Context: an optimization exercise on an open-source flow, tuned for a short achievable clock period and few clock cycles. The choices shown serve that exercise and are no tape-out recipe.
At most, simulation tests tie the RTL to the original design; equivalence was not proved.
No driver is modelled on the clock port, so clock power and skew are understated where the tree is cut down; a real chip needs a root buffer or a tree.
Power and IR drop assume default switching activity.

// arm
module arm (
    input  logic        clk, rst,
    input  logic [31:0] Instr,
    input  logic [31:0] ReadData,
    output logic [31:0] WriteData,
    output logic [31:0] PC, ALUResult,
    output logic        MemWrite
);
For scale: roughly 160 I/O pins, about 56000 sq um of cells after synthesis.
clock: 16.0 ns
lec_check: 0
abc_clock_period_in_ps: 4000
cap_margin: 20
core_margin: 2
core_utilization: 40
slew_margin: 20
standard.sh (not shown) runs the stock make flow with config.mk's settings and CLKGATE_MAP_FILE= SYNTH_SCRIPT=/design/flow/synth_recipe.tcl, a recipe that flattens the netlist after the stock synthesis.
==> flow/flow/run.sh <==
#!/bin/bash
# The standard ORFS layout (standard.sh), with four changes:
# - repair_timing is asked to leave SETUP_SLACK_MARGIN ns of setup slack
#   beyond the clock period, so that gates on the critical paths are sized and
#   buffered for speed;
# - it may swap a cell for one of another footprint (MATCH_CELL_FOOTPRINT=0),
#   so that slow port buffers can be replaced;
# - synthesis leaves adders to ABC as plain logic (ADDER_MAP_FILE empty),
#   instead of mapping them to the library's full- and half-adder cells,
#   whose carry chains ABC cannot restructure; registers are unchanged;
# - the clock tree is a balanced two-level tree built by flow/mycts.tcl
#   (hooked in with PRE_CTS_TCL) instead of TritonCTS's three-level tree.
# The clock, the SDC, the floorplan, power grid and every other step are
# unchanged. standard.sh's output goes to standard.log; each ORFS step's own
# log is under orfs/logs/.
set -euo pipefail
export SETUP_SLACK_MARGIN="${MARGIN:-12.5}"
export PRE_CTS_TCL="$PWD/flow/cts_hook.tcl"
bash standard.sh MATCH_CELL_FOOTPRINT=0 ADDER_MAP_FILE= finish > standard.log 2>&1
Other scripts of this flow, unchanged in this note and not shown: flow/flow/cts_hook.tcl, flow/flow/mycts.tcl
Testbench counts at the start, summed over its fixed seeds: cycles 32,721.
Change:
--- a/flow/design.v
+++ b/flow/design.v
@@ -87,16 +87,17 @@
     output logic [31:0] WriteData,
     output logic [31:0] PC, ALUResult,
     output logic        MemWrite
 );
     logic [29:0] PCF;
     logic [3:0]       btb_v;
     logic [3:0][7:0]  btb_tag;    
     logic [3:0][9:0]  btb_tgt;    
+    logic [3:0][3:0]  btb_cond;   
     logic [31:0] InstrD;
     logic [29:0] PCD, PCD4, PCD8;     
     logic        validD;
     logic        validE;
     logic [3:0]  CondE;
     logic        RegWriteE, MemtoRegE, SubE, AndE, OrrE;
     logic        FlagNZE, FlagCVE;
     logic [3:0]  WA3E;
@@ -168,16 +169,24 @@
         .write_addr(WA3M),
         .read_addr1(RA1D),
         .read_addr2(RA2D),
         .read_addr3(RA3D),
         .read_data1(RD1),
         .read_data2(RD2),
         .read_data3(RD3)
     );
+    logic [15:0] IsOne;
+    logic        ResMIsOne, wr_lo;
+    assign ResMIsOne = (ResM == 32'd1);
+    assign wr_lo     = RegWriteM & (WA3M != 4'd15);
+    always_ff @(posedge clk)
+        for (int k = 0; k < 15; k++)
+            if (RegWriteM && WA3M == k) IsOne[k] <= ResMIsOne;
+    assign IsOne[15] = 1'b0;
     logic [31:0] RD1D, RD2D, RD3D, OpBD;
     assign RD1D = (RA1D == 4'd15) ? PC8D : RD1;
     assign RD2D = (RA2D == 4'd15) ? PC8D : RD2;
     assign RD3D = (RA3D == 4'd15) ? PC8D : RD3;
     assign OpBD = aluImmD ? ImmD : RD2D;
     logic wrE, fa_e, fb_e, fs_e;
     assign wrE  = doE & RegWriteE;
     assign fa_e = (RA1D != 4'd15) & (RA1D == WA3E) & wrE;
@@ -226,47 +235,60 @@
     assign misp0  = validD & ~ures & (taken0 ? neT : neN);
     assign misp1  = validD & ~ures & (taken1 ? neT : neN);
     logic        UresE, neTE, neNE, mispE;
     logic [29:0] TargetE, PC4E, corrE;
     assign mispE = validE & UresE & (condPassE ? neTE : neNE);
     assign corrE = condPassE ? TargetE : PC4E;
     assign fidx     = PCF[1:0];
     assign btb_hit  = btb_v[fidx] & (btb_tag[fidx] == PCF[9:2]);
+    logic        zeValid, ZeD, btbTaken;
+    assign zeValid = validD & InstrD[20] & immD & (InstrD[31:28] == 4'hE) &
+                     ((isSubD & (InstrD[7:0] == 8'h01)) | (isAddD & (InstrD[7:0] == 8'hFF))) &
+                     (RA1D != 4'd15) & ~fa_e;
+    assign ZeD     = (wr_lo & (WA3M == RA1D)) ? ResMIsOne : IsOne[RA1D[3:0]];
+    always_comb begin
+        btbTaken = btb_hit;
+        if (zeValid && btb_cond[fidx] == 4'h0 && !ZeD) btbTaken = 1'b0;
+        if (zeValid && btb_cond[fidx] == 4'h1 &&  ZeD) btbTaken = 1'b0;
+    end
     assign PCPlus1F = PCF + 30'd1;
     assign PCPlus2F = PCF + 30'd2;
     always_comb begin
         if (stall)        PCHoldF = PCF;
-        else if (btb_hit) PCHoldF = {PCF[29:10], btb_tgt[fidx]};
+        else if (btbTaken) PCHoldF = {PCF[29:10], btb_tgt[fidx]};
         else              PCHoldF = PCPlus1F;
     end
     assign next0 = mispE ? corrE : misp0 ? (taken0 ? TargetD : PC4D) : PCHoldF;
     assign next1 = mispE ? corrE : misp1 ? (taken1 ? TargetD : PC4D) : PCHoldF;
     assign ZD     = setNZ ? ZFastE : FlagsReg[2];
     assign mispD  = ZD ? misp1 : misp0;
     assign takenD = ZD ? taken1 : taken0;
     always_ff @(posedge clk) begin
         if (rstq) PCF <= {29'b0, ~rst};
         else      PCF <= ZD ? next1 : next0;
     end
     logic       upd, upd_v;
     logic [9:0] upd_pc, upd_tgt;
+    logic [3:0] upd_cond;
     always_ff @(posedge clk) begin
         if (rstq) upd <= 1'b0;
         else     upd <= mispD & ~mispE;
         upd_v   <= takenD;
         upd_pc  <= PCD[9:0];
         upd_tgt <= TargetD[9:0];
+        upd_cond <= InstrD[31:28];
     end
     always_ff @(posedge clk) begin
         if (rstq) btb_v <= '0;
         else if (upd) begin
             btb_v[upd_pc[1:0]]   <= upd_v;
             btb_tag[upd_pc[1:0]] <= upd_pc[9:2];
             btb_tgt[upd_pc[1:0]] <= upd_tgt;
+            btb_cond[upd_pc[1:0]] <= upd_cond;
         end
     end
     logic [31:0] A, B;
     logic [3:0]  ALUFlags;
     assign A      = FwdAE ? ResM : SrcAE;
     assign B      = ({32{FwdBpE}} & ResM) | ({32{FwdBnE}} & ~ResM) |
                     ({32{~FwdBE}} & SrcBE);
     alu u_alu (
- maximum frequency went down by 3.0%
- via count decreases by 0.60%
- cell area grows by 1.4%
- clock power grows by about 3%
- total power goes up by 1.9%
- die area rises by 0.86%
- first-iteration DRC count went up by 11%
- flip-flop and latch count climbs by 31
- routed wire length grows by 0.78%
- setup slack gets worse by 0.13 ns
- worst hold slack got worse by 0.0031 ns
- critical path depth goes up by 15
- sequential share of layout area climbs by 0.90 points
Only the layout flow was run in the second run of this note; the RTL was not checked for function there. In every run of this note, the design's own scripts or RTL, not TritonCTS, make the clock network.

-- what the ideal ports hide --
The results above use ideal ports. As a check the final layouts listed here were re-extracted and re-timed, cells and wires unchanged.
Step 1: set_driving_cell puts a clkbuf_16 on clk and a buf_2 on each other input, an assumption about the parent block.
Step 2, shift: input delay + t, output delay - t, t = (earliest + latest rising clock arrival at the registers) / 2. This alone moves slack from input paths to output paths.
a / b / c = no drivers / after step 1 / after step 2; a / b = the first two.
run	t (ns)	setup slack, ns	slew at the worst register clock pin (ns)
the first run	0.621	11.772 / 11.605 / 11.660	0.10 / 0.10
the second run	0.628	11.642 / 11.572 / 11.642	0.10 / 0.10
After both steps every run listed still meets setup and hold. The setup slack of the first run, which loses most, moves by -0.167 ns with the drivers and by -0.112 ns with both steps.
